This design comes from an exercise in tuning for small area, a short achievable clock period and few clock cycles on the open sky130 flow, not from production work. At most, simulation tests tie the RTL to the original design; equivalence was not proved. Function not checked in runs 1 and 7: the RTL went through the layout flow alone. Power figures rest on the tool's default switching activity, not on a simulated workload.

### design/flow/design.v
module poly2mono #(
  parameter MAX_VOICE = 16
)(
  input  logic       clk,
  input  logic       reset_n,
  output logic       ready,
  input  logic       valid_in,
  input  logic       note_on_in,
  input  logic [6:0] note_num_in,
  input  logic [6:0] velocity_in,
  output logic       note_on_out,
  output logic [6:0] note_num_out,
  output logic [6:0] velocity_out
);
  localparam N = 16;
  logic       p_on, p_off;
  logic [6:0] p_note, p_vel;
  logic [6:0] e_note [0:N-1];
  logic [6:0] e_vel  [0:N-1];
  logic [N-1:0] valid;    
  logic [N-1:0] m;
  logic hit_r;
  logic c_0, c_1, c_2, c_15, c_16;
  assign c_0  = ~valid[0];
  assign c_1  = valid[0] & ~valid[1];
  assign c_2  = valid[1] & ~valid[2];
  assign c_15 = valid[N-2] & ~valid[N-1];
  assign c_16 = valid[N-1];
  assign ready = 1'b1;
  logic [N-1:0] pre, dn, ld, hold_n, hold_v;
  logic hit, full, push, rm;
  logic [6:0] nx_note [0:N-1];
  logic [6:0] nx_vel  [0:N-1];
  logic [N-1:0] valid_nx;
  logic [N-1:0] pa, pb, pc;
  for (genvar i = 0; i < N; i++) begin : g_pre
    if (i >= 1) begin : g_a
      p2m_nor2  u_a (.a(m[i]), .b(m[i-1]), .y(pa[i]));
    end else begin : g_a0
      p2m_inv   u_a (.a(m[i]), .y(pa[i]));
    end
    if (i >= 2) begin : g_b
      p2m_nand2 u_b (.a(pa[i]), .b(pa[i-2]), .y(pb[i]));
    end else begin : g_b0
      p2m_inv   u_b (.a(pa[i]), .y(pb[i]));
    end
    if (i >= 4) begin : g_c
      p2m_nor2  u_c (.a(pb[i]), .b(pb[i-4]), .y(pc[i]));
    end else begin : g_c0
      p2m_inv   u_c (.a(pb[i]), .y(pc[i]));
    end
    if (i >= 8) begin : g_d
      p2m_nand2 u_d (.a(pc[i]), .b(pc[i-8]), .y(pre[i]));
    end else begin : g_d0
      p2m_inv   u_d (.a(pc[i]), .y(pre[i]));
    end
  end
  assign hit  = hit_r;
  assign full = c_16;
  assign push = p_on & ~hit & ~full;
  assign rm   = p_off & hit;
  always_comb begin
    for (int i = 0; i < N; i++) begin
      dn[i]     = (i < N-1) & p_off & pre[i];
      ld[i]     = p_on & m[i];
      hold_n[i] = ~push & ~dn[i];
      hold_v[i] = ~push & ~dn[i] & ~ld[i];
    end
  end
  for (genvar i = 0; i < N; i++) begin : g_e
    for (genvar b = 0; b < 7; b++) begin : g_b
      logic n_l, v_l, n_x, v_x, v_h;
      if (i == 0) begin : g_top
        assign n_l = p_note[b];
        assign v_l = p_vel[b];
      end else begin : g_mid
        assign n_l = e_note[i-1][b];
        assign v_l = e_vel[i-1][b];
      end
      if (i < N-1) begin : g_dn
        p2m_aoi222 u_n (.a1(push), .a2(n_l), .b1(dn[i]), .b2(e_note[i+1][b]),
                        .c1(hold_n[i]), .c2(e_note[i][b]), .y(n_x));
        p2m_aoi222 u_v (.a1(push), .a2(v_l), .b1(dn[i]), .b2(e_vel[i+1][b]),
                        .c1(ld[i]), .c2(p_vel[b]), .y(v_x));
      end else begin : g_last
        p2m_aoi22 u_n (.a1(push), .a2(n_l), .b1(hold_n[i]), .b2(e_note[i][b]), .y(n_x));
        p2m_aoi22 u_v (.a1(push), .a2(v_l), .b1(ld[i]), .b2(p_vel[b]), .y(v_x));
      end
      p2m_inv   u_ni (.a(n_x), .y(nx_note[i][b]));
      p2m_nand2 u_vh (.a(hold_v[i]), .b(e_vel[i][b]), .y(v_h));
      p2m_nand2 u_vo (.a(v_x), .b(v_h), .y(nx_vel[i][b]));
    end
  end
  always_ff @(posedge clk) begin
    for (int i = 0; i < N; i++) begin
      e_note[i] <= nx_note[i];
      e_vel[i]  <= nx_vel[i];
    end
  end
  always_comb
    for (int i = 0; i < N; i++)
      valid_nx[i] = push ? ((i == 0) | valid[(i == 0) ? 0 : i-1])
                  : rm   ? ((i < N-1) & valid[(i < N-1) ? i+1 : i])
                  :        valid[i];
  always_ff @(posedge clk) begin
    if (~reset_n)
      valid <= '0;
    else
      valid <= valid_nx;
  end
  logic in_is_on, in_on, in_off;
  assign in_is_on = note_on_in & (|velocity_in);
  assign in_on    = reset_n & valid_in & in_is_on;
  assign in_off   = reset_n & valid_in & ~in_is_on;
  always_ff @(posedge clk) begin
    p_on   <= in_on;
    p_off  <= in_off;
    p_note <= note_num_in;
    p_vel  <= velocity_in;
  end
  logic [N:0] v;    
  logic [N-1:0] m_nx;
  logic top_hit, one_nx;
  p2m_eq7 u_eqp (.a(note_num_in), .b(p_note), .en(1'b1), .y(v[0]));
  for (genvar j = 0; j < N; j++) begin : g_eq
    p2m_eq7 u_eq (.a(note_num_in), .b(e_note[j]), .en(valid[j]), .y(v[j+1]));
  end
  logic [3:0] v_none;
  logic v_any;
  for (genvar q = 0; q < 4; q++) begin : g_any
    p2m_nor4 u_o (.a(v[4*q+1]), .b(v[4*q+2]), .c(v[4*q+3]), .d(v[4*q+4]), .y(v_none[q]));
  end
  p2m_nand4 u_any (.a(v_none[0]), .b(v_none[1]), .c(v_none[2]), .d(v_none[3]), .y(v_any));
  always_comb begin
    for (int i = 0; i < N; i++)
      m_nx[i] = push ? v[i] : (p_off & pre[i]) ? ((i < N-1) ? v[i+2] : 1'b0) : v[i+1];
  end
  assign top_hit = m_nx[0];
  logic hit_nx;
  assign hit_nx = (v_any & ~(rm & v[0])) | (push & v[0]);
  always_ff @(posedge clk) begin
    m     <= m_nx;
    hit_r <= hit_nx;
  end
  logic full_nx;
  assign one_nx  = push ? c_0 : rm ? c_2 : c_1;
  assign full_nx = push ? c_15 : ~rm & c_16;
  always_ff @(posedge clk) begin
    if (~reset_n) begin
      note_on_out  <= 1'b0;
      note_num_out <= 7'd0;
      velocity_out <= 7'd0;
    end else if (in_on) begin
      note_on_out <= 1'b1;
      if (~full_nx) begin
        note_num_out <= note_num_in;
        velocity_out <= velocity_in;
      end
    end else if (in_off & top_hit) begin
      note_on_out  <= ~one_nx;
      note_num_out <= one_nx ? nx_note[0] : nx_note[1];
      velocity_out <= one_nx ? nx_vel[0]  : nx_vel[1];
    end
  end
endmodule
module p2m_aoi222 (
  input  logic a1, a2, b1, b2, c1, c2,
  output logic y
);
  assign y = ~((a1 & a2) | (b1 & b2) | (c1 & c2));
endmodule
module p2m_aoi22 (
  input  logic a1, a2, b1, b2,
  output logic y
);
  assign y = ~((a1 & a2) | (b1 & b2));
endmodule
module p2m_nand2 (
  input  logic a, b,
  output logic y
);
  assign y = ~(a & b);
endmodule
module p2m_inv (
  input  logic a,
  output logic y
);
  assign y = ~a;
endmodule
module p2m_nor2 (
  input  logic a, b,
  output logic y
);
  assign y = ~(a | b);
endmodule
module p2m_nor3 (
  input  logic a, b, c,
  output logic y
);
  assign y = ~(a | b | c);
endmodule
module p2m_nor4 (
  input  logic a, b, c, d,
  output logic y
);
  assign y = ~(a | b | c | d);
endmodule
module p2m_nand3 (
  input  logic a, b, c,
  output logic y
);
  assign y = ~(a & b & c);
endmodule
module p2m_nand4 (
  input  logic a, b, c, d,
  output logic y
);
  assign y = ~(a & b & c & d);
endmodule
module p2m_xnor2 (
  input  logic a, b,
  output logic y
);
  assign y = ~(a ^ b);
endmodule
module p2m_eq7 (
  input  logic [6:0] a, b,
  input  logic       en,
  output logic       y
);
  logic [6:0] x;
  logic n_lo, n_hi, n_en;
  for (genvar k = 0; k < 7; k++) begin : g_x
    p2m_xnor2 u_x (.a(a[k]), .b(b[k]), .y(x[k]));
  end
  p2m_nand4 u_lo (.a(x[0]), .b(x[1]), .c(x[2]), .d(x[3]), .y(n_lo));
  p2m_nand3 u_hi (.a(x[4]), .b(x[5]), .c(x[6]), .y(n_hi));
  p2m_inv   u_en (.a(en), .y(n_en));
  p2m_nor3  u_y  (.a(n_lo), .b(n_hi), .c(n_en), .y(y));
endmodule
### design/flow/run.sh
#!/bin/bash
# synth_recipe.tcl (not shown) runs the flow's synth.tcl, then flattens the netlist and writes it again
# the make line also repeats each setting of config.mk as NAME=value (left out here)
make -C /OpenROAD-flow-scripts/flow DESIGN_CONFIG=/design/flow/config.mk WORK_HOME=/design/flow/orfs CLKGATE_MAP_FILE= SYNTH_SCRIPT=/design/flow/synth_recipe.tcl finish
### design/flow/config.mk
export PLATFORM = sky130hd
export DESIGN_NAME = poly2mono
export DESIGN_NICKNAME = poly2mono
export VERILOG_FILES = /design/flow/design.v
export SDC_FILE = /design/flow/constraint.sdc
export NUM_CORES = 4
export LEC_CHECK = 0
export CAP_MARGIN = 20
export CORE_MARGIN = 2
export CORE_UTILIZATION = 70
export CTS_CLUSTER_DIAMETER = 100
export CTS_CLUSTER_SIZE = 30
export SETUP_SLACK_MARGIN = 3.8
export SLEW_MARGIN = 20
export SYNTH_HIERARCHICAL = 1
export SYNTH_MINIMUM_KEEP_SIZE = 0
export TNS_END_PERCENT = 5
### design/flow/constraint.sdc
create_clock -name core_clock -period 6.0 [get_ports {clk}]
set_input_delay 1.2000 -clock core_clock [delete_from_list [all_inputs] [get_ports {clk}]]
set_output_delay 1.2000 -clock core_clock [all_outputs]
set_load 0.01 [all_outputs]
==> results of run 1 <==
-- cells in the final DEF, fill, tap and decap left out, types with 3 or more instances in the layout --
cell             Yosys  routed
nor2_4               0       3
buf_6                2       5
nand3_1             18      16
nand2b_1            13      13
a21oi_1             14      13
o31ai_1             13      13
and2_1              25      24
nor3_4               0       4
xnor2_1            119     108
a21boi_0            14      14
a222oi_1           210     210
nor2_1              48      46
buf_12               0       7
mux2i_1             30      29
and3_1              13      13
dlymetal6s2s_1       0       4
dfxtp_1            288     287
nor3_2              17      16
o21ai_0             14      14
and2_0               7       7
clkdlybuf4s50_1      0      18
inv_1              148     147
nor3_1              16      13
a22oi_1             12      12
xnor2_2              0       9
nor4_2               4       4
buf_4                2      30
nand2_1            301     300
nand4_1             18      18
clkbuf_16            0      13
a22oi_2             14      14
-- power groups by stage --
stage	sequential (mW)	combinational, mW	clock (mW)
after detailed placement	2.44	0.598	0
after floorplan	2.37	0.466	0
after CTS	2.40	0.630	1.01
final	2.41	0.653	0.997
after global routing	2.45	0.719	1.07
after global placement	2.43	0.571	0
-- worst paths after layout --
check                        from                           end  slack (ns)  depth (start not counted)
max reg2reg          p_on$_DFF_P_  note_num_out[2]$_SDFFE_PN0P_        3.43                          8
max                note_num_in[1]                 hit_r$_DFF_P_        3.33                         10
min reg2reg  e_vel[15][4]$_DFF_P_          e_vel[15][4]$_DFF_P_        0.45                          2
min          e_vel[15][4]$_DFF_P_          e_vel[15][4]$_DFF_P_        0.45                          2
-- kinds of logic (layout without fill, tap and decap cells) --
group / after synthesis / count (layout) / share of synthesized area [%]
AND/OR/NAND/NOR: 484 / 484 / 17.1
AO/OA/AOI/OAI: 302 / 303 / 22.0
flip-flops: 288 / 288 / 44.7
buffers and inverters: 192 / 236 / 5.80
XOR/XNOR: 119 / 119 / 8.08
multiplexers: 30 / 30 / 2.33
other: 1 / 2 / 0.0291
-- modules after synthesis, one instance, submodules excluded, excerpt --
| module | flops+latches | area [sq um] |
|---|---|---|
| p2m_nand4 | 0 | 6.26 |
| p2m_nor3 | 0 | 10.0 |
| p2m_nor2 | 0 | 3.75 |
| p2m_inv | 0 | 3.75 |
| p2m_nand3 | 0 | 5.00 |
| p2m_xnor2 | 0 | 8.76 |
| poly2mono | 288 | 7600 |
| p2m_nand2 | 0 | 3.75 |
| p2m_nor4 | 0 | 12.5 |
| p2m_aoi22 | 0 | 12.5 |
| p2m_aoi222 | 0 | 10.0 |
-- through the flow --
step	setup slack [ns]	hold slack (ns)	cell area, sq um	utilization, %
6_report	3.33	0.447	14300	79.5
5_1_grt	3.30	0.476	14300	79.5
4_1_cts	3.39	0.451	14200	78.8
3_5_place_dp	2.09	0.436	13500	75.1
3_3_place_gp	2.22	0.423	13500	75.1
2_1_floorplan	3.27	0.416	13000	-
-- state kept, by name (all words and copies together) (netlist names) --
register,cells
e_note,112
e_vel,112
hit_r,1
m,16
note_num_out,7
note_on_out,1
p_note,7
p_off,1
p_on,1
p_vel,7
valid,16
velocity_out,7
-- metal layers --
metal	GRT usage (%)	vias to the layer above
li1	-	5335
met3	4.37	53
met4	7.74	0
met5	0	-
met2	57.3	490
met1	44.0	5415
-- timing repair --
item / 4_1_cts / 5_1_grt
setup endpoints to repair: 281 / 248
endpoints found under the hold margin: 0 / 0
hold buffers: 0 / 0
gates resized for setup: 69 / 24
pin swaps: 12 / 12
gates cloned: 2 / 0
setup buffers: 18 / 2
-- worst min-delay path, cell delays in order, from the launching register on --
cell     delay, ns
dfxtp_1       0.33
nand2_1       0.05
nand2_1       0.04
-- area by class of cell --
cell class / instances / area, sq um
tap: 229 / 287
fill: 1196 / 3700
inverter: 149 / 576
clock buffer: 13 / 325
clock inverter: 1 / 16.3
sequential: 288 / 5770
timing repair inverter: 1 / 8.76
timing repair buffer: 72 / 726
multi-input combinational: 938 / 6620
==> out/qor.csv, run 1 <==
metric,value,unit
status,"complete, no violations",
Post-synth EDFFs,0,
Core Area,0.0180,sq mm
number of max-cap violations,0,
largest cells by area after synthesis,"dfxtp_1, a222oi_1, nand2_1, xnor2_1, inv_1",
fin cells,1691,
"Slew Viols, Final",0,
combinational group share of total power,16.1,%
P per Cell Area,284,mW/mm^2
Worst Path Required,6.41,ns
CTS buffer count,13,
Setup Skew,0.0253,ns
Root Buffer,clkbuf_16,
Synth Warn #,13,
Congestion Overflow GR,0,
maximum vdd ir drop,0.420,mV
DRC viols,0,
n_diodes,0,
Final nets,1481,
#FFs+latches synth,288,
initial antenna violation count,0,
number of I/O port buffers,32,
Final setup viols,0,
wire per inst,19.8,microns
I/O pins,34,
critical path cell sequence,buf_8 > buf_12 > buf_4 > buf_4 > xnor2_1 > nand4_1 > nor3_2 > nor4_2 > nand4_1 > a22o_1,
period utilization,44.5,%
Final TNS setup,0,ns
Hold Path Class,reg2reg,
die width,140,microns
cell family with most CP delay,simple AND/OR/NAND/NOR gates,
post-synth top area share,44.7,%
post-synthesis cell count,1416,
share of cells above drive strength 1,8.96,%
initial drt markers,1761,
clock latency (worst-skew pair),0.50,ns
CTS tree,done,
met3 WL,2.40,mm
Clock Sinks,288,
vias in the first global route,10620,
WP buf/inv,4,
CP peak stage delay,0.39,ns
Synth top cells by count,"nand2_1, dfxtp_1, a222oi_1",
H-tree depth,1,
clk slew on worst S/H paths,0.12,ns
Worst Setup Path Type,in2reg,
cell-internal power,2.89,mW
HPWL Detailed,22.4,mm
first-pass GRT wire length,54.2,mm
CP startpoint kind,input port,
top sig layer,met4,
fraction of registers with async set/reset,0,%
vias per inst,6.68,
met2 wire len,16.2,mm
switching part of the total,29.0,%
Worst path slowest cell,nor4_2,
Synth area leader,dfxtp_1,
Clk pwr share,24.5,%
post-route minimum period,2.67,ns
"Seq/Total Area, Yosys",44.7,%
DR pass1 iterations,12,
CP endpoint kind,flop,
cell with the most instances after synthesis,nand2_1,
synthesized area per cell,9.11,sq um
gr usage total,33.0,%
relative slew slack,40.9,%
RSZ-0062 raised after global routing,yes,
Pleak,6.35,nW
total power,4.07,mW
die height,140,microns
largest net degree at the start of global routing,60,
Peak Freq,0.374,GHz
Main synth FF type,dfxtp_1,
Worst EP arrival,3.08,ns
Area Growth Syn to Fin,11.0,%
NetSw,1.18,mW
"Distinct cells, synth",42,
post-synth design cell area,0.0129,sq mm
Die ar.,0.0195,sq mm
final hold vios,0,
Final GP Congestion,0.911,
met1 WL,14.2,mm
# rows,49,
Slew @ Worst Pin,0.879,ns
initial core utilization,71.6,%
DP Cell Count,1655,
register share of total power,59.4,%
CTS Buffer Depth,3,
Routed WL,33.5,mm
Worst Path Max Fanout,13,
Detail Route Antenna Nets,0,
via count,11293,
==> run 2, diff against run 1 <==
--- a/design/flow/design.v
+++ b/design/flow/design.v
@@ -120,7 +120,7 @@
   end
   logic [N:0] v;    
   logic [N-1:0] m_nx;
-  logic top_hit, one_nx;
+  logic one_nx;
   p2m_eq7 u_eqp (.a(note_num_in), .b(p_note), .en(1'b1), .y(v[0]));
   for (genvar j = 0; j < N; j++) begin : g_eq
     p2m_eq7 u_eq (.a(note_num_in), .b(e_note[j]), .en(valid[j]), .y(v[j+1]));
@@ -135,7 +135,6 @@
     for (int i = 0; i < N; i++)
       m_nx[i] = push ? v[i] : (p_off & pre[i]) ? ((i < N-1) ? v[i+2] : 1'b0) : v[i+1];
   end
-  assign top_hit = m_nx[0];
   logic hit_nx;
   assign hit_nx = (v_any & ~(rm & v[0])) | (push & v[0]);
   always_ff @(posedge clk) begin
@@ -145,22 +144,34 @@
   logic full_nx;
   assign one_nx  = push ? c_0 : rm ? c_2 : c_1;
   assign full_nx = push ? c_15 : ~rm & c_16;
-  always_ff @(posedge clk) begin
-    if (~reset_n) begin
-      note_on_out  <= 1'b0;
-      note_num_out <= 7'd0;
-      velocity_out <= 7'd0;
-    end else if (in_on) begin
-      note_on_out <= 1'b1;
-      if (~full_nx) begin
-        note_num_out <= note_num_in;
-        velocity_out <= velocity_in;
-      end
-    end else if (in_off & top_hit) begin
-      note_on_out  <= ~one_nx;
-      note_num_out <= one_nx ? nx_note[0] : nx_note[1];
-      velocity_out <= one_nx ? nx_vel[0]  : nx_vel[1];
-    end
+  logic top_hit_n, in_off_n, s_fb, rst;
+  logic [6:0] fb_note, fb_vel, e_note_d, e_vel_d, x_note, x_vel;
+  logic fb_on, e_on_d, x_on;
+  p2m_aoi222 u_th (.a1(push), .a2(v[0]), .b1(dn[0]), .b2(v[2]), .c1(hold_n[0]), .c2(v[1]),
+                   .y(top_hit_n));
+  assign in_off_n = ~in_off;
+  p2m_nor2 u_sfb (.a(in_off_n), .b(top_hit_n), .y(s_fb));
+  assign rst = ~reset_n;
+  assign fb_on    = ~one_nx;
+  assign fb_note  = one_nx ? nx_note[0] : nx_note[1];
+  assign fb_vel   = one_nx ? nx_vel[0]  : nx_vel[1];
+  assign e_on_d   = in_on | note_on_out;
+  assign e_note_d = (in_on & ~full_nx) ? note_num_in : note_num_out;
+  assign e_vel_d  = (in_on & ~full_nx) ? velocity_in : velocity_out;
+  logic d_on;
+  logic [6:0] d_note, d_vel;
+  p2m_mux2i u_mo (.a0(e_on_d), .a1(fb_on), .s(s_fb), .y(x_on));
+  p2m_nor2  u_ro (.a(x_on), .b(rst), .y(d_on));
+  for (genvar b = 0; b < 7; b++) begin : g_o
+    p2m_mux2i u_mn (.a0(e_note_d[b]), .a1(fb_note[b]), .s(s_fb), .y(x_note[b]));
+    p2m_nor2  u_rn (.a(x_note[b]), .b(rst), .y(d_note[b]));
+    p2m_mux2i u_mv (.a0(e_vel_d[b]), .a1(fb_vel[b]), .s(s_fb), .y(x_vel[b]));
+    p2m_nor2  u_rv (.a(x_vel[b]), .b(rst), .y(d_vel[b]));
+  end
+  always_ff @(posedge clk) begin
+    note_on_out  <= d_on;
+    note_num_out <= d_note;
+    velocity_out <= d_vel;
   end
 endmodule
 module p2m_aoi222 (
@@ -238,3 +249,9 @@
   p2m_inv   u_en (.a(en), .y(n_en));
   p2m_nor3  u_y  (.a(n_lo), .b(n_hi), .c(n_en), .y(y));
 endmodule
+module p2m_mux2i (
+  input  logic a0, a1, s,
+  output logic y
+);
+  assign y = ~(s ? a1 : a0);
+endmodule
--- a/design/flow/config.mk
+++ b/design/flow/config.mk
@@ -10,7 +10,7 @@
 export CORE_UTILIZATION = 70
 export CTS_CLUSTER_DIAMETER = 100
 export CTS_CLUSTER_SIZE = 30
-export SETUP_SLACK_MARGIN = 3.8
+export SETUP_SLACK_MARGIN = 3.6
 export SLEW_MARGIN = 20
 export SYNTH_HIERARCHICAL = 1
 export SYNTH_MINIMUM_KEEP_SIZE = 0
==> run 2 against run 1 <==
Still clean. Flip-flop and latch count did not move. Non-clock buffer count rose by 1. Sequential share of layout area rose by 0.15 points. Sequential power barely moved. Routed wire length fell by 2.9%. Combinational power fell by 8.6%. Clock skew barely moved. First-iteration DRC count fell by 3.6%. Worst setup slack improved by 0.073 ns. Critical path type is now reg2out.
==> out/qor.csv, run 2 <==
metric,value,unit,change
status,"complete, no violations",,
CTS tree,done,,
Synth top cells by count,"nand2_1, dfxtp_1, a222oi_1",,
Worst Hold Slack,0.445,ns,-0.00213 ns
Routed WL,32.5,mm,-2.9%
relative slew slack,36.4,%,-4.5 points
clock latency (worst-skew pair),0.49,ns,about the same
wire per inst,19.5,microns,-1.6%
Final setup viols,0,,unchanged
reg2reg end,note_num_out[2]$_DFF_P_,,
Post-CTS Hold Buffers,0,,unchanged
slack of the critical path,3.40,ns,+0.0734 ns
vias in the first global route,10869,,+2.3%
CP peak stage delay,0.55,ns,+0.16 ns
number of max-cap violations,0,,unchanged
Main synth FF type,dfxtp_1,,
final hold vios,0,,unchanged
I/O pins,34,,unchanged
n_diodes,0,,unchanged
Final TNS setup,0,ns,unchanged
RSZ-0062 raised after global routing,yes,,
Worst Setup Path Type,reg2out,,
synthesized area per cell,9.30,sq um,+2.0%
Synth Warn #,13,,unchanged
#FFs+latches synth,288,,unchanged
Pleak,6.33,nW,-0.29%
Final GP Congestion,0.904,,-0.79%
Root Buffer,clkbuf_16,,
pre-CTS setup slack,1.77,ns,-0.319 ns
Detail Route Antenna Nets,0,,unchanged
Core Area,0.0180,sq mm,-0.34%
cell family with most CP delay,buffers and inverters,,
cell with the most instances after synthesis,nand2_1,,
post-synth top area share,44.9,%,+0.20 points
largest net degree at the start of global routing,78,,+30%
HPWL Detailed,21.1,mm,-5.6%
via count,11104,,-1.7%
Regs by FF count,"e_note: 112 flops, e_vel: 112 flops",,
P per Cell Area,277,mW/mm^2,-2.3%
hold path depth,2,,unchanged
"commonest non-fill, non-tap cell in the layout",nand2_1,,
WP buf/inv,1,,-3
Worst Path Required,4.80,ns,-1.61 ns
CTS buffer count,13,,unchanged
post-synthesis cell count,1382,,-2.4%
largest cells by area after synthesis,"dfxtp_1, a222oi_1, nand2_1, xnor2_1, inv_1",,
Worst EP arrival,1.40,ns,-1.68 ns
Area Growth Syn to Fin,11.1,%,about the same
Post-synth EDFFs,0,,unchanged
# rows,49,,unchanged
share of cells above drive strength 1,11.0,%,+2.1 points
maximum vdd ir drop,0.368,mV,-12%
Final Util,79.5,%,about the same
DR pass1 iterations,14,,+2
number of I/O port buffers,32,,unchanged
Worst Path Max Fanout,2,,-11
vias per inst,6.65,,-0.38%
first-pass GRT wire length,54.5,mm,+0.53%
period utilization,43.3,%,-1.2 points
Clock Sinks,288,,unchanged
fraction of registers with async set/reset,0,%,unchanged
CTS Buffer Depth,3,,unchanged
"Seq/Total Area, Yosys",44.9,%,+0.20 points
Worst path slowest cell,clkdlybuf4s50_1,,
post-route minimum period,2.60,ns,-0.0734 ns
Synth area leader,dfxtp_1,,
Hold Path End,e_vel[15][6]$_DFF_P_,,
critical path cell sequence,clkdlybuf4s50_1,,
Setup Skew,0.0255,ns,+0.000189 ns
gr usage total,33.2,%,+0.15 points
"Distinct cells, synth",37,,-12%
Die ar.,0.0195,sq mm,-0.43%
DRC viols,0,,unchanged
Peak Freq,0.385,GHz,+2.8%
CP endpoint kind,primary output,,
Critical R2R Launch,p_on$_DFF_P_,,
"commonest cells after routing, fill and taps aside","nand2_1, dfxtp_1, a222oi_1",,
die width,139,microns,-0.21%
initial drt markers,1697,,-3.6%
Hold Path Class,reg2reg,,
Min-Delay Startpoint,e_vel[15][6]$_DFF_P_,,
die height,139,microns,-0.21%
clk slew on worst S/H paths,0.12,ns,about the same
initial core utilization,71.5,%,-0.076 points
R2R setup slack,3.48,ns,+0.05 ns
Slew @ Worst Pin,0.948,ns,+0.0686 ns
Congestion Overflow GR,0,,unchanged
CP startpoint kind,flop,,
initial antenna violation count,0,,unchanged
"Slew Viols, Final",0,,unchanged
R2R depth,9,,+1
H-tree depth,1,,unchanged
Final nets,1459,,-1.5%
post-synth design cell area,0.0128,sq mm,-0.45%
run 2: what timing repair did:
item | CTS | global route
setup endpoints to repair | 247 | 97
cloned | 4 | 0
gates resized for setup | 87 | 4
buffers inserted | 28 | 0
pin swaps | 16 | 0
run 2: area by class of cell:
class	instances	area (sq um)
flip-flops and latches	288	5770
repair inverters	2	17.5
clock buffers	13	325
fillers	1219	3690
multi-input cells	916	6580
repair buffers	73	716
well taps	229	287
inverters	147	568
clock inverters	1	16.3
run 2: report_power, final:
| group | internal (mW) | switching [mW] | total (mW) |
|---|---|---|---|
| Combinational | 0.309 | 0.288 | 0.597 |
| Clock | 0.400 | 0.581 | 0.981 |
| Sequential | 2.13 | 0.243 | 2.38 |
| Total | 2.84 | 1.11 | 3.96 |
run 2: cells by family after synthesis:
logic type / synth area share [%]
buffers and inverters: 5.57
AND/OR/NAND/NOR: 16.4
AO/OA/AOI/OAI: 20.0
flip-flops: 44.9
XOR/XNOR: 8.11
other: 0.0292
multiplexers: 5.05
run 2: per-module statistics from Yosys, one instance, submodules excluded, a selection:
module	area, sq um	copies in the design	flip-flops and latches
p2m_xnor2	8.76	119	0
p2m_nand4	6.26	18	0
p2m_nand2	3.75	246	0
p2m_nor3	10.0	17	0
p2m_aoi22	12.5	14	0
p2m_nor2	3.75	43	0
p2m_aoi222	10.0	211	0
p2m_mux2i	10.0	15	0
run 2: per-layer routing:
metal  wire, microns  vias to the layer above  share of wire (%)  track usage, %
met3            1800                       66                5.5            3.13
met5               0                        -                  0               0
met1           13900                     5364                 43            43.5
met4             959                        0                2.9            11.4
met2           15800                      425                 49            57.6
li1                -                     5249                  -               -
run 2: how the worst max path moves through the flow:
stage                                 start                       to  slack (ns)  cells after the start
floorplan                    note_num_in[5]  note_num_out[0]$_DFF_P_        3.36                      7
global placement             note_num_in[2]  note_num_out[5]$_DFF_P_        1.93                      8
detailed placement           note_num_in[2]  note_num_out[4]$_DFF_P_        1.77                      8
CTS                 velocity_out[4]$_DFF_P_          velocity_out[4]        3.40                      1
global route        velocity_out[2]$_DFF_P_          velocity_out[2]        3.35                      1
finish              note_num_out[1]$_DFF_P_          note_num_out[1]        3.40                      1
run 2: stage by stage:
stage | power (mW) | cell area [sq um] | instances
2_1_floorplan | 2.78 | 12900 | 1383
4_1_cts | 3.94 | 14300 | 1669
3_3_place_gp | 2.92 | 13400 | 1623
5_1_grt | 4.12 | 14300 | 1669
6_report | 3.96 | 14300 | 1669
3_5_place_dp | 2.95 | 13400 | 1623
Testbench counts of run 2, summed over its fixed seeds: cycles 24,000.
==> run 3, diff against run 2 <==
--- a/design/flow/config.mk
+++ b/design/flow/config.mk
@@ -10,7 +10,7 @@
 export CORE_UTILIZATION = 70
 export CTS_CLUSTER_DIAMETER = 100
 export CTS_CLUSTER_SIZE = 30
-export SETUP_SLACK_MARGIN = 3.6
+export SETUP_SLACK_MARGIN = 4.3
 export SLEW_MARGIN = 20
 export SYNTH_HIERARCHICAL = 1
 export SYNTH_MINIMUM_KEEP_SIZE = 0
==> run 3 against run 2 <==
Flip-flop and latch count did not move. Synthesized cell count stayed put. Global-route usage fell by 0.24 points. Power up 0.19%. Combinational power is 1% higher. Clock-buffer cell count is the same. Sequential power hardly changed. Largest power group unchanged.
==> out/qor.csv, run 3 <==
metric,value,unit,change
status,"complete, no violations",,
Final TNS setup,0,ns,unchanged
Slew @ Worst Pin,0.792,ns,-0.156 ns
Final Util,79.9,%,+0.45 points
Detail Route Antenna Nets,0,,unchanged
RSZ-0062 raised after global routing,yes,,
fraction of registers with async set/reset,0,%,unchanged
Synth area leader,dfxtp_1,,
mux cell area share after synthesis,5.05,%,unchanged
post-synth top area share,44.9,%,unchanged
number of I/O port buffers,32,,unchanged
vias per inst,6.70,,+0.69%
clock latency (worst-skew pair),0.49,ns,about the same
Post-Synth Simple-Gate Area,16.4,%,unchanged
post-synthesis cell count,1382,,unchanged
"Seq/Total Area, Yosys",44.9,%,unchanged
main combinational cell family by area after synthesis,compound AO/OA/AOI/OAI gates,,
Worst Path Required,6.38,ns,+1.58 ns
Pleak,6.37,nW,+0.51%
I/O pins,34,,unchanged
synthesized area per cell,9.30,sq um,unchanged
Post-CTS Hold Buffers,0,,unchanged
Final nets,1460,,+0.069%
Congestion Overflow GR,0,,unchanged
Final GP Congestion,0.904,,unchanged
initial drt markers,1736,,+2.3%
period utilization,40.8,%,-2.5 points
HPWL Detailed,21.1,mm,unchanged
Die ar.,0.0195,sq mm,unchanged
Post-Synth XOR/XNOR Area,8.11,%,unchanged
hold path depth,2,,unchanged
relative slew slack,46.8,%,+10 points
"commonest cells after routing, fill and taps aside","nand2_1, dfxtp_1, a222oi_1",,
"Distinct cells, synth",37,,unchanged
clk slew on worst S/H paths,0.11,ns,about the same
Clock Sinks,288,,unchanged
Worst Path Max Fanout,7,,+5
Synth top cells by count,"nand2_1, dfxtp_1, a222oi_1",,
via count,11187,,+0.75%
post-synthesis compound-gate area fraction,20.0,%,unchanged
"commonest non-fill, non-tap cell in the layout",nand2_1,,
Critical R2R Launch,p_on$_DFF_P_,,
die width,139,microns,unchanged
initial core utilization,71.5,%,unchanged
first-pass GRT wire length,54.1,mm,-0.59%
wire per inst,19.4,microns,-0.30%
P per Cell Area,276,mW/mm^2,-0.37%
# rows,49,,unchanged
Routed WL,32.4,mm,-0.24%
fill count,1207,,-0.98%
Area Growth Syn to Fin,11.7,%,
Synth Warn #,13,,unchanged
Hold Path Class,reg2reg,,
reg2reg end,note_num_out[1]$_DFF_P_,,
gr usage total,32.9,%,-0.24 points
Min-Delay Startpoint,e_vel[15][6]$_DFF_P_,,
CTS tree,done,,
post-synth design cell area,0.0128,sq mm,unchanged
CP startpoint kind,input port,,
"Slew Viols, Final",0,,unchanged
DR pass1 iterations,13,,-1
pre-CTS setup slack,1.77,ns,unchanged
Post-synth EDFFs,0,,unchanged
R2R setup slack,3.64,ns,+0.16 ns
vias in the first global route,10869,,unchanged
CTS Buffer Depth,3,,unchanged
R2R depth,9,,unchanged
slack of the critical path,3.55,ns,+0.148 ns
maximum vdd ir drop,0.347,mV,-5.7%
post-route minimum period,2.45,ns,-0.148 ns
Hold Path End,e_vel[15][6]$_DFF_P_,,
Core Area,0.0180,sq mm,unchanged
Regs by FF count,"e_note: 112 flops, e_vel: 112 flops",,
Main synth FF type,dfxtp_1,,
largest net degree at the start of global routing,78,,unchanged
Peak Freq,0.408,GHz,+6.0%
CP endpoint kind,flop,,
final hold vios,0,,unchanged
Root Buffer,clkbuf_16,,
largest cells by area after synthesis,"dfxtp_1, a222oi_1, nand2_1, xnor2_1, inv_1",,
CTS buffer count,13,,unchanged
Final setup viols,0,,unchanged
Setup Skew,0.0232,ns,-0.00222 ns
H-tree depth,1,,unchanged
Worst EP arrival,2.83,ns,+1.43 ns
Synth Area in Adders,0,%,unchanged
Worst Setup Path Type,in2reg,,
number of max-cap violations,0,,unchanged
die height,139,microns,unchanged
initial antenna violation count,0,,unchanged
cell with the most instances after synthesis,nand2_1,,
n_diodes,0,,unchanged
#FFs+latches synth,288,,unchanged
DRC viols,0,,unchanged
share of cells above drive strength 1,11.9,%,+0.89 points
[run 3: cell counts after synthesis]
Identical to the previous run, type by type.
[run 3: Yosys stat by module, one instance, submodules excluded, excerpt]
module	times used	cells
p2m_nor4	4	1
p2m_nand4	18	1
p2m_aoi222	211	1
p2m_nor3	17	1
p2m_nand3	17	1
p2m_mux2i	15	1
poly2mono	1	534
p2m_nor2	43	1
p2m_inv	144	1
p2m_nand2	246	1
p2m_xnor2	119	1
p2m_aoi22	14	1
[run 3: worst max-delay path by stage]
stage                               from                 endpoint  slack [ns]  cells after the start
after CTS                 note_num_in[0]  note_num_out[4]$_DFF_P_        3.66                     10
after detailed placement  note_num_in[2]  note_num_out[4]$_DFF_P_        1.77                      8
after global placement    note_num_in[2]  note_num_out[5]$_DFF_P_        1.93                      8
after floorplan           note_num_in[5]  note_num_out[0]$_DFF_P_        3.36                      7
after global routing      velocity_in[5]  note_num_out[3]$_DFF_P_        3.47                      8
final                     note_num_in[0]  note_num_out[3]$_DFF_P_        3.55                     10
[run 3: cell type report]
| type | instances | area, sq um | share of cell area, % |
|---|---|---|---|
| Clock buffer | 13 | 325 | 2.27 |
| Clock inverter | 1 | 16.3 | 0.113 |
| Inverter | 147 | 569 | 3.97 |
| Multi-Input combinational cell | 916 | 6630 | 46.2 |
| Sequential cell | 288 | 5770 | 40.2 |
| Tap cell | 229 | 287 | 2.00 |
| Timing Repair Buffer | 74 | 737 | 5.13 |
| Timing Repair inverter | 2 | 17.5 | 0.122 |
[run 3: per-stage QoR]
step	power [mW]	cell area, sq um	hold slack [ns]	instances
floorplan	2.78	12900	0.416	1383
global placement	2.92	13400	0.423	1623
detailed placement	2.95	13400	0.430	1623
CTS	3.94	14300	0.444	1669
global route	4.12	14400	0.462	1670
finish	3.96	14400	0.445	1670
[run 3: what timing repair did]
item / CTS / global route
setup buffers: 28 / 1
cloned: 4 / 0
gates resized for setup: 115 / 15
pin swaps: 19 / 7
setup endpoints to repair: 291 / 288
[run 3: cells by family (layout without fill, tap and decap cells)]
logic type,count (synthesis),in the layout
and+or+nand+nor,466,467
xor gates and xnor gates,119,119
buffers and inverters,180,237
AOI/OAI and AO/OA,270,270
DFF,288,288
other,1,2
muxes,58,58
[run 3: routing by layer]
metal | global-route usage (%) | share of wire [%]
met4 | 11.1 | 2.9
met1 | 43.0 | 42
met5 | 0 | 0
met3 | 3.27 | 6.0
met2 | 57.4 | 49
[run 3: worst max-delay path, stage by stage]
cell and delay, ns:
buf_6 0.09, buf_12 0.13, xnor2_1 0.18, nand4_1 0.13, nor3_2 0.25, a222oi_1 0.17, nor2_4 0.19, clkbuf_16 0.19
mux2i_2 0.22, nor2_1 0.05
[run 3: power breakdown]
group | internal (mW) | switching, mW
registers | 2.13 | 0.242
logic | 0.312 | 0.291
clock network | 0.400 | 0.583
==> run 4, diff against run 3 <==
--- a/design/flow/config.mk
+++ b/design/flow/config.mk
@@ -10,7 +10,7 @@
 export CORE_UTILIZATION = 70
 export CTS_CLUSTER_DIAMETER = 100
 export CTS_CLUSTER_SIZE = 30
-export SETUP_SLACK_MARGIN = 4.3
+export SETUP_SLACK_MARGIN = 3.8
 export SLEW_MARGIN = 20
 export SYNTH_HIERARCHICAL = 1
 export SYNTH_MINIMUM_KEEP_SIZE = 0
==> run 4 against run 3 <==
Clock-buffer cell count did not move. Clock power fell by 0.5%. Non-clock buffer count rose by 1. Critical endpoint is now velocity_out[5]$_DFF_P_. Synthesized cell count did not move. Critical path type unchanged.
==> out/qor.csv, run 4 <==
metric,value,unit,change
Clk pwr share,24.7,%,about the same
Root Buffer,clkbuf_16,,
final hold vios,0,,unchanged
Pleak,6.43,nW,+0.98%
wire per inst,19.5,microns,+0.40%
HPWL Detailed,21.1,mm,unchanged
vias per inst,6.66,,-0.53%
number of max-cap violations,0,,unchanged
initial core utilization,71.5,%,unchanged
Clock Sinks,288,,unchanged
synthesized area per cell,9.30,sq um,unchanged
first-pass GRT wire length,54.5,mm,+0.65%
clock latency (worst-skew pair),0.49,ns,about the same
Detail Route Antenna Nets,0,,unchanged
gr usage total,33.2,%,+0.31 points
Final nets,1461,,+0.068%
Congestion Overflow GR,0,,unchanged
vias in the first global route,10877,,+0.074%
Worst Path Max Fanout,7,,unchanged
largest net degree at the start of global routing,78,,unchanged
Worst Path Required,6.37,ns,about the same
cell-internal power,2.85,mW,about the same
CP startpoint kind,input port,,
P per Cell Area,276,mW/mm^2,about the same
post-synth design cell area,0.0128,sq mm,unchanged
"commonest non-fill, non-tap cell in the layout",nand2_1,,
post-route minimum period,2.45,ns,-0.00459 ns
R2R depth,12,,+3
hold path depth,2,,unchanged
H-tree depth,1,,unchanged
"Seq/Total Area, Yosys",44.9,%,unchanged
Worst Setup Path Type,in2reg,,
switching part of the total,28.1,%,-0.073 points
I/O pins,34,,unchanged
Core Area,0.0180,sq mm,unchanged
die height,139,microns,unchanged
pre-CTS setup slack,1.77,ns,unchanged
cell with the most instances after synthesis,nand2_1,,
CTS tree,done,,
slack of the critical path,3.55,ns,+0.00459 ns
Final setup viols,0,,unchanged
CP endpoint kind,flop,,
Area Growth Syn to Fin,11.6,%,
CTS Buffer Depth,3,,unchanged
Synth area leader,dfxtp_1,,
Main synth FF type,dfxtp_1,,
register share of total power,60.1,%,about the same
relative slew slack,46.8,%,about the same
status,"complete, no violations",,
Setup Skew,0.0183,ns,-0.00491 ns
post-synth top area share,44.9,%,unchanged
Post-synth EDFFs,0,,unchanged
combinational group share of total power,15.2,%,about the same
Slew @ Worst Pin,0.795,ns,+0.00256 ns
clk slew on worst S/H paths,0.11,ns,about the same
Hold Path Class,reg2reg,,
initial antenna violation count,0,,unchanged
initial drt markers,1846,,+6.3%
fin cells,1671,,+0.060%
DR pass1 iterations,10,,-3
"commonest cells after routing, fill and taps aside","nand2_1, dfxtp_1, a222oi_1",,
#FFs+latches synth,288,,unchanged
Final TNS setup,0,ns,unchanged
DRC viols,0,,unchanged
NetSw,1.11,mW,-0.38%
Worst EP arrival,2.82,ns,about the same
RSZ-0062 raised after global routing,yes,,
"Slew Viols, Final",0,,unchanged
number of I/O port buffers,32,,unchanged
fraction of registers with async set/reset,0,%,unchanged
Worst Hold Slack,0.444,ns,-0.000496 ns
# rows,49,,unchanged
n_diodes,0,,unchanged
via count,11134,,-0.47%
period utilization,40.8,%,-0.077 points
die width,139,microns,unchanged
"Distinct cells, synth",37,,unchanged
share of cells above drive strength 1,12.8,%,+0.89 points
DP Cell Count,1623,,unchanged
Peak Freq,0.409,GHz,+0.19%
Synth top cells by count,"nand2_1, dfxtp_1, a222oi_1",,
Die ar.,0.0195,sq mm,unchanged
Post-CTS Hold Buffers,0,,unchanged
fill count,1212,,+0.41%
Regs by FF count,"e_note: 112 flops, e_vel: 112 flops",,
Final GP Congestion,0.904,,unchanged
post-synthesis cell count,1382,,unchanged
Synth Warn #,13,,unchanged
maximum vdd ir drop,0.248,mV,-29%
largest cells by area after synthesis,"dfxtp_1, a222oi_1, nand2_1, xnor2_1, inv_1",,
CTS buffer count,13,,unchanged
Routed WL,32.6,mm,+0.46%
## run 4: cell families (layout without fill, tap and decap cells)
logic type | count (synthesis) | count (layout) | synth area share, %
AND/OR/NAND/NOR | 466 | 467 | 16.4
flip-flops | 288 | 288 | 44.9
AO/OA/AOI/OAI | 270 | 270 | 20.0
buffers and inverters | 180 | 238 | 5.57
XOR/XNOR | 119 | 119 | 8.11
multiplexers | 58 | 58 | 5.05
other | 1 | 2 | 0.0292
## run 4: layer usage
metal,GRT usage [%],share of wire [%]
met5,0,0
met4,11.0,2.7
met3,3.34,5.9
met2,58.6,49
met1,42.9,42
## run 4: final cells by class
class,instances,area (sq um),share of cell area (%)
inverters,147,569,3.97
repair buffers,75,722,5.04
flip-flops and latches,288,5780,40.3
repair inverters,2,17.5,0.122
well taps,229,287,2.00
multi-input cells,916,6620,46.2
clock inverters,1,16.3,0.113
clock buffers,13,325,2.27
## run 4: through the flow
| stage | instance area (sq um) | total power [mW] | utilization (%) |
|---|---|---|---|
| 2_1_floorplan | 12900 | 2.78 | - |
| 3_3_place_gp | 13400 | 2.92 | 74.9 |
| 3_5_place_dp | 13400 | 2.95 | 74.9 |
| 4_1_cts | 14300 | 3.95 | 79.5 |
| 5_1_grt | 14300 | 4.12 | 79.8 |
| 6_report | 14300 | 3.96 | 79.8 |
## run 4: worst max-delay path, stage by stage
cell and delay [ns]:
buf_6 0.10, buf_12 0.14, xnor2_4 0.18, nand4_1 0.13
nor3_2 0.24, a222oi_1 0.17, nor2_4 0.19, clkbuf_16 0.19
mux2i_2 0.22, nor2_1 0.06
## run 4: modules after synthesis (local to each module, per instance), excerpt
module | area, sq um | copies in the design | flops+latches | cells
p2m_inv | 3.75 | 144 | 0 | 1
p2m_aoi222 | 10.0 | 211 | 0 | 1
p2m_nor4 | 12.5 | 4 | 0 | 1
poly2mono | 7320 | 1 | 288 | 534
p2m_nor2 | 3.75 | 43 | 0 | 1
p2m_nand4 | 6.26 | 18 | 0 | 1
p2m_nand3 | 5.00 | 17 | 0 | 1
p2m_aoi22 | 12.5 | 14 | 0 | 1
p2m_xnor2 | 8.76 | 119 | 0 | 1
p2m_nor3 | 10.0 | 17 | 0 | 1
p2m_nand2 | 3.75 | 246 | 0 | 1
p2m_mux2i | 10.0 | 15 | 0 | 1
## run 4: power groups by stage
stage	registers [mW]	logic, mW	clock network (mW)
floorplan	2.34	0.438	0
detailed placement	2.41	0.546	0
finish	2.38	0.602	0.978
global placement	2.40	0.520	0
CTS	2.37	0.584	0.993
global route	2.41	0.664	1.05
## run 4: worst paths after layout
path                             end                 start  slack (ns)
max reg2reg  velocity_out[5]$_DFF_P_          m[0]$_DFF_P_        3.62
min             e_vel[15][6]$_DFF_P_  e_vel[15][6]$_DFF_P_        0.44
min reg2reg     e_vel[15][6]$_DFF_P_  e_vel[15][6]$_DFF_P_        0.44
max          velocity_out[5]$_DFF_P_        note_num_in[3]        3.55
## run 4: repair_timing
action	CTS	global route
resized for setup	96	44
buffers inserted	28	2
gates cloned	4	0
setup endpoints to repair	286	232
pin swaps	18	7
==> run 5, diff against run 4 <==
--- a/design/flow/config.mk
+++ b/design/flow/config.mk
@@ -14,4 +14,4 @@
 export SLEW_MARGIN = 20
 export SYNTH_HIERARCHICAL = 1
 export SYNTH_MINIMUM_KEEP_SIZE = 0
-export TNS_END_PERCENT = 5
+export TNS_END_PERCENT = 10
==> run 5 against run 4 <==
First-iteration DRC count shrank 6.8%. Clock skew increased by 0.0031 ns. Combinational power is essentially flat. Critical path type unchanged. Worst setup slack got worse by 0.032 ns. Still clean. Flip-flop and latch count unchanged. Clock-buffer cell count unchanged. Power hardly changed. Via count decreased by 0.42%. Design area barely moved. Global-route usage is essentially flat. Hold slack is essentially flat.
==> out/qor.csv, run 5 <==
metric,value,unit,change
Die ar.,0.0195,sq mm,unchanged
Post-synth EDFFs,0,,unchanged
Synth area leader,dfxtp_1,,
Setup Skew,0.0214,ns,+0.00311 ns
CTS buffer count,13,,unchanged
HPWL Detailed,21.1,mm,unchanged
RSZ-0062 raised after global routing,yes,,
largest net degree at the start of global routing,78,,unchanged
die height,139,microns,unchanged
DRC viols,0,,unchanged
post-synth design cell area,0.0128,sq mm,unchanged
Clock Sinks,288,,unchanged
final hold vios,0,,unchanged
#FFs+latches synth,288,,unchanged
wire per inst,19.6,microns,+0.66%
post-route minimum period,2.48,ns,+0.0318 ns
cell with the most instances after synthesis,nand2_1,,
initial drt markers,1721,,-6.8%
Synth top cells by count,"nand2_1, dfxtp_1, a222oi_1",,
Final nets,1461,,unchanged
CP startpoint kind,input port,,
Congestion Overflow GR,0,,unchanged
Root Buffer,clkbuf_16,,
DP Cell Count,1623,,unchanged
maximum vdd ir drop,0.244,mV,-1.7%
Worst Path Max Fanout,7,,unchanged
relative slew slack,47.2,%,+0.44 points
Pleak,6.36,nW,-1.1%
n_diodes,0,,unchanged
"Slew Viols, Final",0,,unchanged
DR pass1 iterations,10,,unchanged
post-synth top area share,44.9,%,unchanged
Synth Warn #,13,,unchanged
CTS Buffer Depth,3,,unchanged
fin cells,1671,,unchanged
CP endpoint kind,flop,,
"Seq/Total Area, Yosys",44.9,%,unchanged
gr usage total,33.2,%,about the same
initial antenna violation count,0,,unchanged
H-tree depth,1,,unchanged
total power,3.96,mW,about the same
period utilization,41.3,%,+0.53 points
fraction of registers with async set/reset,0,%,unchanged
P per Cell Area,276,mW/mm^2,+0.13%
Core Area,0.0180,sq mm,unchanged
# rows,49,,unchanged
R2R setup slack,3.66,ns,+0.04 ns
die width,139,microns,unchanged
Final setup viols,0,,unchanged
initial core utilization,71.5,%,unchanged
number of I/O port buffers,32,,unchanged
Slew @ Worst Pin,0.785,ns,-0.00965 ns
first-pass GRT wire length,54.5,mm,about the same
Area Growth Syn to Fin,11.5,%,about the same
"Distinct cells, synth",37,,unchanged
post-synthesis cell count,1382,,unchanged
Final GP Congestion,0.904,,unchanged
synthesized area per cell,9.30,sq um,unchanged
"commonest cells after routing, fill and taps aside","nand2_1, dfxtp_1, a222oi_1",,
Main synth FF type,dfxtp_1,,
Hold Path Class,reg2reg,,
CTS tree,done,,
number of max-cap violations,0,,unchanged
Final Util,79.8,%,about the same
"commonest non-fill, non-tap cell in the layout",nand2_1,,
Regs by FF count,"e_note: 112 flops, e_vel: 112 flops",,
share of cells above drive strength 1,13.4,%,+0.55 points
Worst EP arrival,2.85,ns,+0.03 ns
I/O pins,34,,unchanged
Detail Route Antenna Nets,0,,unchanged
Worst Setup Path Type,in2reg,,
largest cells by area after synthesis,"dfxtp_1, a222oi_1, nand2_1, xnor2_1, inv_1",,
Final TNS setup,0,ns,unchanged
Peak Freq,0.404,GHz,-1.3%
status,"complete, no violations",,
vias in the first global route,10884,,+0.064%
clock latency (worst-skew pair),0.49,ns,about the same
clk slew on worst S/H paths,0.11,ns,about the same
Post-CTS Hold Buffers,0,,unchanged
Worst Path Required,6.37,ns,about the same
Routed WL,32.8,mm,+0.66%
vias per inst,6.63,,-0.42%
via count,11087,,-0.42%
==> run 5: power breakdown <==
group | switching (mW) | leakage, nW | total (mW) | internal (mW)
logic | 0.292 | 3.84 | 0.604 | 0.312
clock network | 0.579 | 0.167 | 0.979 | 0.400
registers | 0.243 | 2.35 | 2.38 | 2.13
total | 1.11 | 6.36 | 3.96 | 2.85
==> run 5: logic make-up (layout without fill, tap and decap cells) <==
| kind of cell | after synthesis | in the layout | synth area share, % |
|---|---|---|---|
| flops | 288 | 288 | 44.9 |
| simple gates | 466 | 467 | 16.4 |
| mux | 58 | 58 | 5.05 |
| xor+xnor | 119 | 119 | 8.11 |
| compound gates | 270 | 270 | 20.0 |
| buf+inv | 180 | 238 | 5.57 |
| other cells | 1 | 2 | 0.0292 |
==> run 5: timing repair <==
item	in CTS	in global routing
hold endpoints to repair	0	0
gates resized for setup	98	55
gates cloned	4	0
endpoints found under the setup margin	286	227
buffers inserted	28	2
pin swaps	18	7
==> run 5: per-module statistics from Yosys (local to each module, per instance), a selection <==
module,flip-flops and latches,area (sq um),copies in the design
p2m_aoi22,0,12.5,14
p2m_aoi222,0,10.0,211
p2m_inv,0,3.75,144
p2m_mux2i,0,10.0,15
p2m_nand2,0,3.75,246
p2m_nand3,0,5.00,17
p2m_nand4,0,6.26,18
p2m_nor2,0,3.75,43
p2m_nor3,0,10.0,17
p2m_nor4,0,12.5,4
p2m_xnor2,0,8.76,119
poly2mono,288,7320,1
==> run 5: layout make-up <==
class	count	area, sq um
tap	229	287
inverter	147	569
timing repair buffer	75	696
clock inverter	1	16.3
timing repair inverter	2	17.5
multi-input combinational	916	6640
clock buffer	13	325
sequential	288	5780
fill	1220	3640
==> run 5: critical path, cell delays in order <==
cell           delay [ns]
dlygate4sd2_1        0.28
nor4_4               0.32
buf_4                0.18
a21oi_4              0.08
nand2_4              0.18
mux2_2               0.37
mux2i_1              0.17
nor2_1               0.06
==> run 5: metal layers <==
layer | wire (microns) | vias up | share of wire, % | track usage (%)
li1 | - | 5252 | - | -
met1 | 14000 | 5387 | 43 | 42.9
met2 | 16300 | 393 | 50 | 58.6
met3 | 1810 | 55 | 5.5 | 3.34
met4 | 788 | 0 | 2.4 | 11.0
met5 | 0 | - | 0 | 0
==> run 5: worst paths after layout <==
| check | from | endpoint | cells past startpoint |
|---|---|---|---|
| max | velocity_in[3] | note_num_out[4]$_DFF_P_ | 8 |
| min | e_vel[15][6]$_DFF_P_ | e_vel[15][6]$_DFF_P_ | 2 |
| max reg2reg | m[0]$_DFF_P_ | note_num_out[4]$_DFF_P_ | 12 |
| min reg2reg | e_vel[15][6]$_DFF_P_ | e_vel[15][6]$_DFF_P_ | 2 |
==> run 5: per-stage QoR <==
step	area [sq um]	setup slack, ns	hold WS, ns
detailed placement	13400	1.77	0.430
global placement	13400	1.93	0.423
global route	14300	3.48	0.462
CTS	14300	3.40	0.444
floorplan	12900	3.36	0.416
finish	14300	3.52	0.445
==> run 6, diff against run 5 <==
--- a/design/flow/config.mk
+++ b/design/flow/config.mk
@@ -10,8 +10,8 @@
 export CORE_UTILIZATION = 70
 export CTS_CLUSTER_DIAMETER = 100
 export CTS_CLUSTER_SIZE = 30
-export SETUP_SLACK_MARGIN = 3.8
+export SETUP_SLACK_MARGIN = 4.0
 export SLEW_MARGIN = 20
 export SYNTH_HIERARCHICAL = 1
 export SYNTH_MINIMUM_KEEP_SIZE = 0
-export TNS_END_PERCENT = 10
+export TNS_END_PERCENT = 5
==> run 6 against run 5 <==
Synthesized cell count did not move. Synthesized area did not move. Sequential power hardly changed. Design area is 0.16% higher. Final cell count about the same. Register-to-register slack got worse by 0.02 ns. First-iteration DRC count up 2.4%. Sequential share of layout area fell by 0.12 points. Critical path depth is the same. Global-route usage decreased by 0.30 points. Power about the same. Highest routed layer unchanged.
==> out/qor.csv, run 6 <==
metric,value,unit,change
Post-Synth Simple-Gate Area,16.4,%,unchanged
DR pass1 iterations,8,,-2
die width,139,microns,unchanged
clk slew on worst S/H paths,0.11,ns,about the same
initial drt markers,1763,,+2.4%
NetSw,1.11,mW,about the same
Worst EP arrival,2.82,ns,-0.03 ns
Slew @ Worst Pin,0.792,ns,+0.00684 ns
vias in the first global route,10869,,-0.14%
cell with the most instances after synthesis,nand2_1,,
Regs by FF count,"e_note: 112 flops, e_vel: 112 flops",,
Clock Sinks,288,,unchanged
Synth Warn #,13,,unchanged
initial antenna violation count,0,,unchanged
period utilization,40.7,%,-0.63 points
"commonest cells after routing, fill and taps aside","nand2_1, dfxtp_1, a222oi_1",,
post-synthesis cell count,1382,,unchanged
first-pass GRT wire length,54.1,mm,-0.62%
status,"complete, no violations",,
P per Cell Area,276,mW/mm^2,-0.17%
Root Buffer,clkbuf_16,,
CTS buffer count,13,,unchanged
initial core utilization,71.5,%,unchanged
Final setup viols,0,,unchanged
CP endpoint kind,flop,,
Congestion Overflow GR,0,,unchanged
switching part of the total,28.1,%,about the same
Final GP Congestion,0.904,,unchanged
Post-synth EDFFs,0,,unchanged
Final nets,1460,,-0.068%
Detail Route Antenna Nets,0,,unchanged
I/O pins,34,,unchanged
Post-Synth XOR/XNOR Area,8.11,%,unchanged
number of I/O port buffers,32,,unchanged
CTS Buffer Depth,3,,unchanged
Hold Path Class,reg2reg,,
# rows,49,,unchanged
CP startpoint kind,input port,,
mux cell area share after synthesis,5.05,%,unchanged
#FFs+latches synth,288,,unchanged
DRC viols,0,,unchanged
largest net degree at the start of global routing,78,,unchanged
largest cells by area after synthesis,"dfxtp_1, a222oi_1, nand2_1, xnor2_1, inv_1",,
fraction of registers with async set/reset,0,%,unchanged
Final Util,79.9,%,+0.13 points
Routed WL,32.4,mm,-1.2%
n_diodes,0,,unchanged
maximum vdd ir drop,0.350,mV,+44%
Reg area,0.00577,sq mm,-0.15%
Final TNS setup,0,ns,unchanged
post-synth top area share,44.9,%,unchanged
combinational group share of total power,15.2,%,about the same
Worst Setup Path Type,in2reg,,
H-tree depth,1,,unchanged
gr usage total,32.9,%,-0.30 points
Worst Path Max Fanout,7,,unchanged
area of the multi-input gates,0.00663,sq mm,about the same
main combinational cell family by area after synthesis,compound AO/OA/AOI/OAI gates,,
wire per inst,19.4,microns,-1.2%
final hold vios,0,,unchanged
"Slew Viols, Final",0,,unchanged
synthesized area per cell,9.30,sq um,unchanged
relative slew slack,46.8,%,-0.46 points
Core Area,0.0180,sq mm,unchanged
HPWL Detailed,21.1,mm,unchanged
via count,11122,,+0.32%
cell-internal power,2.85,mW,about the same
post-synth design cell area,0.0128,sq mm,unchanged
Peak Freq,0.410,GHz,+1.5%
clock latency (worst-skew pair),0.49,ns,about the same
Setup Skew,0.0227,ns,+0.00122 ns
"Seq/Total Area, Yosys",44.9,%,unchanged
Clk pwr share,24.8,%,about the same
number of max-cap violations,0,,unchanged
RSZ-0062 raised after global routing,yes,,
post-route minimum period,2.44,ns,-0.0375 ns
Synth top cells by count,"nand2_1, dfxtp_1, a222oi_1",,
Pleak,6.37,nW,about the same
Main synth FF type,dfxtp_1,,
Area Growth Syn to Fin,11.7,%,
post-synthesis compound-gate area fraction,20.0,%,unchanged
vias per inst,6.66,,+0.38%
Post-CTS Hold Buffers,0,,unchanged
register share of total power,60.0,%,about the same
Synth area leader,dfxtp_1,,
Worst Path Required,6.38,ns,about the same
CTS tree,done,,
"Distinct cells, synth",37,,unchanged
Die ar.,0.0195,sq mm,unchanged
die height,139,microns,unchanged
share of cells above drive strength 1,11.9,%,-1.4 points
fill count,1206,,-1.1%
"commonest non-fill, non-tap cell in the layout",nand2_1,,
Synth Area in Adders,0,%,unchanged
-- run 6: changes by cell type in the layout (fill, tap and decap cells not counted), moves of 2 or more --
cell,before,now
dlygate4sd2_1,8,23
clkbuf_2,13,0
dfxtp_1,278,285
dfxtp_2,9,2
clkdlybuf4s15_2,0,2
dlymetal6s2s_1,2,0
mux2_2,16,18
mux2_4,12,10
-- run 6: cell type report --
type / count / area share, %
timing repair buffer: 74 / 5.11
inverter: 147 / 3.97
clock inverter: 1 / 0.113
multi-input combinational: 916 / 46.2
timing repair inverter: 2 / 0.122
clock buffer: 13 / 2.27
sequential: 288 / 40.2
tap: 229 / 2.00
-- run 6: cell families after synthesis --
group,count (synthesis)
compound gates,270
xor+xnor,119
buf+inv,180
flops,288
mux,58
other cells,1
simple gates,466
-- run 6: worst paths after layout --
path	startpoint	to	slack, ns	cells after the start
worst max-delay path	velocity_in[5]	note_num_out[3]$_DFF_P_	3.56	8
worst min-delay path	e_vel[15][6]$_DFF_P_	e_vel[15][6]$_DFF_P_	0.44	2
worst max register to register	p_on$_DFF_P_	note_num_out[6]$_DFF_P_	3.64	9
worst min register to register	e_vel[15][6]$_DFF_P_	e_vel[15][6]$_DFF_P_	0.44	2
-- run 6: power by group through the flow --
| stage | Combinational [mW] | Clock, mW | Sequential [mW] |
|---|---|---|---|
| floorplan | 0.438 | 0 | 2.34 |
| global placement | 0.520 | 0 | 2.40 |
| detailed placement | 0.546 | 0 | 2.41 |
| CTS | 0.582 | 0.993 | 2.37 |
| global route | 0.665 | 1.05 | 2.41 |
| finish | 0.602 | 0.982 | 2.38 |
-- run 6: Yosys stat by module, one instance, submodules excluded, a selection --
module | cell area (sq um) | cells inside | flops+latches
p2m_nor2 | 3.75 | 1 | 0
p2m_aoi22 | 12.5 | 1 | 0
p2m_nor3 | 10.0 | 1 | 0
p2m_nor4 | 12.5 | 1 | 0
p2m_aoi222 | 10.0 | 1 | 0
p2m_inv | 3.75 | 1 | 0
p2m_nand4 | 6.26 | 1 | 0
p2m_mux2i | 10.0 | 1 | 0
p2m_nand3 | 5.00 | 1 | 0
p2m_nand2 | 3.75 | 1 | 0
poly2mono | 7320 | 534 | 288
p2m_xnor2 | 8.76 | 1 | 0
-- run 6: metrics by stage --
| stage | power (mW) | hold slack [ns] | cell area (sq um) | instances | setup slack, ns |
|---|---|---|---|---|---|
| finish | 3.96 | 0.444 | 14300 | 1670 | 3.56 |
| global route | 4.12 | 0.462 | 14300 | 1670 | 3.47 |
| CTS | 3.94 | 0.444 | 14300 | 1669 | 3.66 |
| detailed placement | 2.95 | 0.430 | 13400 | 1623 | 1.77 |
| global placement | 2.92 | 0.423 | 13400 | 1623 | 1.93 |
| floorplan | 2.78 | 0.416 | 12900 | 1383 | 3.36 |
-- run 6: critical path: stages --
cell           delay [ns]
dlygate4sd2_1        0.28
nor4_4               0.31
buf_4                0.17
a21oi_4              0.08
nand2_4              0.18
mux2_2               0.37
mux2i_2              0.17
nor2_1               0.05
-- run 6: per-layer routing --
metal | part of all wire [%] | GRT usage, % | vias up | routed length, microns
li1 | - | - | 5253 | -
met3 | 5.7 | 3.27 | 64 | 1840
met5 | 0 | 0 | - | 0
met1 | 43 | 43.0 | 5372 | 13800
met2 | 49 | 57.4 | 433 | 15800
met4 | 3.0 | 11.1 | 0 | 976
-- run 6: timing repair --
| action | 4_1_cts | 5_1_grt |
|---|---|---|
| pin swaps | 19 | 6 |
| setup buffers | 28 | 1 |
| resized for setup | 115 | 14 |
| gates cloned | 4 | 0 |
| setup endpoints to repair | 289 | 259 |
==> run 7, diff against run 6 <==
--- a/design/flow/design.v
+++ b/design/flow/design.v
@@ -125,12 +125,20 @@
   for (genvar j = 0; j < N; j++) begin : g_eq
     p2m_eq7 u_eq (.a(note_num_in), .b(e_note[j]), .en(valid[j]), .y(v[j+1]));
   end
-  logic [3:0] v_none;
+  logic [7:0] v_o1;
+  logic [3:0] v_o2;
+  logic [1:0] v_o3;
   logic v_any;
-  for (genvar q = 0; q < 4; q++) begin : g_any
-    p2m_nor4 u_o (.a(v[4*q+1]), .b(v[4*q+2]), .c(v[4*q+3]), .d(v[4*q+4]), .y(v_none[q]));
-  end
-  p2m_nand4 u_any (.a(v_none[0]), .b(v_none[1]), .c(v_none[2]), .d(v_none[3]), .y(v_any));
+  for (genvar q = 0; q < 8; q++) begin : g_o1
+    p2m_nor2  u_o (.a(v[2*q+1]), .b(v[2*q+2]), .y(v_o1[q]));
+  end
+  for (genvar q = 0; q < 4; q++) begin : g_o2
+    p2m_nand2 u_o (.a(v_o1[2*q]), .b(v_o1[2*q+1]), .y(v_o2[q]));
+  end
+  for (genvar q = 0; q < 2; q++) begin : g_o3
+    p2m_nor2  u_o (.a(v_o2[2*q]), .b(v_o2[2*q+1]), .y(v_o3[q]));
+  end
+  p2m_nand2 u_any (.a(v_o3[0]), .b(v_o3[1]), .y(v_any));
   always_comb begin
     for (int i = 0; i < N; i++)
       m_nx[i] = push ? v[i] : (p_off & pre[i]) ? ((i < N-1) ? v[i+2] : 1'b0) : v[i+1];
--- a/design/flow/config.mk
+++ b/design/flow/config.mk
@@ -10,7 +10,7 @@
 export CORE_UTILIZATION = 70
 export CTS_CLUSTER_DIAMETER = 100
 export CTS_CLUSTER_SIZE = 30
-export SETUP_SLACK_MARGIN = 4.0
+export SETUP_SLACK_MARGIN = 3.8
 export SLEW_MARGIN = 20
 export SYNTH_HIERARCHICAL = 1
 export SYNTH_MINIMUM_KEEP_SIZE = 0
==> run 7 against run 6 <==
Global-route usage decreased by 0.51 points. Clock-buffer cell count unchanged. Routed wire length increased by 0.49%. Clock power about the same. Die area unchanged. Design area decreased by 0.68%. Sequential share of layout area increased by 0.31 points. Largest cell class unchanged.
==> out/qor.csv, run 7 <==
metric,value,unit,change
n_diodes,0,,unchanged
switching part of the total,28.2,%,+0.055 points
"commonest cells after routing, fill and taps aside","nand2_1, dfxtp_1, a222oi_1",,
CP peak stage delay,0.22,ns,-0.15 ns
# rows,49,,unchanged
Area Growth Syn to Fin,10.9,%,
Final Instance Area,0.0143,sq mm,-0.68%
final hold vios,0,,unchanged
largest net degree at the start of global routing,75,,-3.8%
Final setup viols,0,,unchanged
synthesized area per cell,9.23,sq um,-0.72%
post-route minimum period,2.52,ns,+0.0815 ns
CP startpoint kind,input port,,
number of I/O port buffers,32,,unchanged
clock latency (worst-skew pair),0.49,ns,about the same
die width,139,microns,unchanged
Final nets,1461,,+0.068%
Final GP Congestion,0.866,,-4.1%
period utilization,42.0,%,+1.4 points
Worst Path Max Fanout,19,,+12
maximum vdd ir drop,0.338,mV,-3.4%
Peak Freq,0.397,GHz,-3.2%
share of cells above drive strength 1,11.6,%,-0.36 points
CTS tree,done,,
Clock Sinks,288,,unchanged
Clk pwr share,24.9,%,about the same
"Seq/Total Area, Yosys",44.9,%,unchanged
Final TNS setup,0,ns,unchanged
Worst Hold Slack,0.446,ns,+0.00159 ns
critical path cell sequence,buf_12 > xnor2_1 > nand4_1 > nor3_2 > a222oi_1 > nor2_4 > buf_6 > buf_16 > mux2i_1 > nor2_1,,
Worst path slowest cell,xnor2_1,,
DRC viols,0,,unchanged
Worst Path Required,6.37,ns,about the same
Final Util,79.3,%,-0.54 points
initial core utilization,71.5,%,unchanged
relative slew slack,45.3,%,-1.5 points
Routed WL,32.6,mm,+0.49%
clk slew on worst S/H paths,0.11,ns,about the same
Regs by FF count,"e_note: 112 flops, e_vel: 112 flops",,
CTS Buffer Depth,3,,unchanged
Synth top cells by count,"nand2_1, dfxtp_1, a222oi_1",,
Post-synth EDFFs,0,,unchanged
NetSw,1.11,mW,about the same
Synth area leader,dfxtp_1,,
die height,139,microns,unchanged
Worst EP arrival,2.89,ns,+0.07 ns
post-synth top area share,44.9,%,unchanged
Pleak,6.41,nW,+0.64%
status,"complete, no violations",,
## run 7: changes by cell type in the layout (fill, tap and decap cells not counted), moves of 3 or more
cell,delta
nor2_1,+9
nand2_1,+4
buf_4,-6
clkbuf_2,+8
dfxtp_1,-4
dfxtp_2,+4
buf_8,-3
nor4_2,-4
dlymetal6s2s_1,+8
dlygate4sd2_1,-16
## run 7: power by group through the flow
stage	Combinational, mW	Sequential [mW]	Clock (mW)
floorplan	0.436	2.34	0
global placement	0.521	2.39	0
detailed placement	0.546	2.41	0
CTS	0.577	2.36	0.999
global route	0.648	2.40	1.06
finish	0.591	2.37	0.985
## run 7: cell families (layout without fill, tap and decap cells)
logic type      Yosys count  in the layout  synth area share, %
simple gates            476            477                 16.4
flops                   288            288                 44.9
compound gates          270            270                 20.0
buf+inv                 180            228                 5.57
xor+xnor                119            119                 8.11
mux                      58             58                 5.05
other cells               1              2               0.0292
## run 7: worst paths after layout
kind              slack, ns                 endpoint  cells past startpoint                  from
hold reg to reg        0.45     e_vel[15][5]$_DFF_P_                      2  e_vel[15][5]$_DFF_P_
setup / recovery       3.48  note_num_out[0]$_DFF_P_                     10        note_num_in[0]
hold / removal         0.45     e_vel[15][5]$_DFF_P_                      2  e_vel[15][5]$_DFF_P_
setup reg to reg       3.60  note_num_out[4]$_DFF_P_                     12          m[0]$_DFF_P_
## run 7: cell type report
cell class                      count  area, sq um  area share, %
Clock inverter                      1         16.3          0.114
Multi-Input combinational cell    926         6600           46.3
Timing Repair Buffer               65          664           4.66
Timing Repair inverter              2         17.5          0.123
Clock buffer                       13          325           2.28
Sequential cell                   288         5780           40.5
Inverter                          147          569           3.99
Tap cell                          229          287           2.01
## run 7: modules after synthesis, one instance, submodules excluded, excerpt
module / copies in the design / cells inside / flops+latches
poly2mono: 1 / 534 / 288
p2m_nand4: 17 / 1 / 0
p2m_nand3: 17 / 1 / 0
p2m_nor3: 17 / 1 / 0
p2m_mux2i: 15 / 1 / 0
p2m_nor2: 53 / 1 / 0
p2m_xnor2: 119 / 1 / 0
p2m_aoi222: 211 / 1 / 0
p2m_inv: 144 / 1 / 0
p2m_aoi22: 14 / 1 / 0
p2m_nand2: 251 / 1 / 0
## run 7: stage by stage
stage / worst slack [ns] / instances
detailed placement: 1.79 / 1632
global placement: 1.95 / 1632
global route: 3.43 / 1671
floorplan: 3.37 / 1393
CTS: 3.42 / 1665
finish: 3.48 / 1671
## run 7: what timing repair did
action | 4_1_cts | 5_1_grt
cloned | 4 | 0
resized for setup | 96 | 43
setup endpoints to repair | 280 | 232
pin swaps | 13 | 6
setup buffers | 15 | 6
## run 7: per-layer routing
layer	GRT usage [%]	part of all wire, %
met3	3.54	6.0
met4	8.88	2.3
met5	0	0
met1	43.4	43
met2	56.0	49
## run 7: critical path: cells and delay by family
kind / cells / cell delay, ns
xor+xnor: 1 / 0.22
mux: 1 / 0.22
simple gates: 4 / 0.65
buf+inv: 3 / 0.39
compound gates: 1 / 0.18
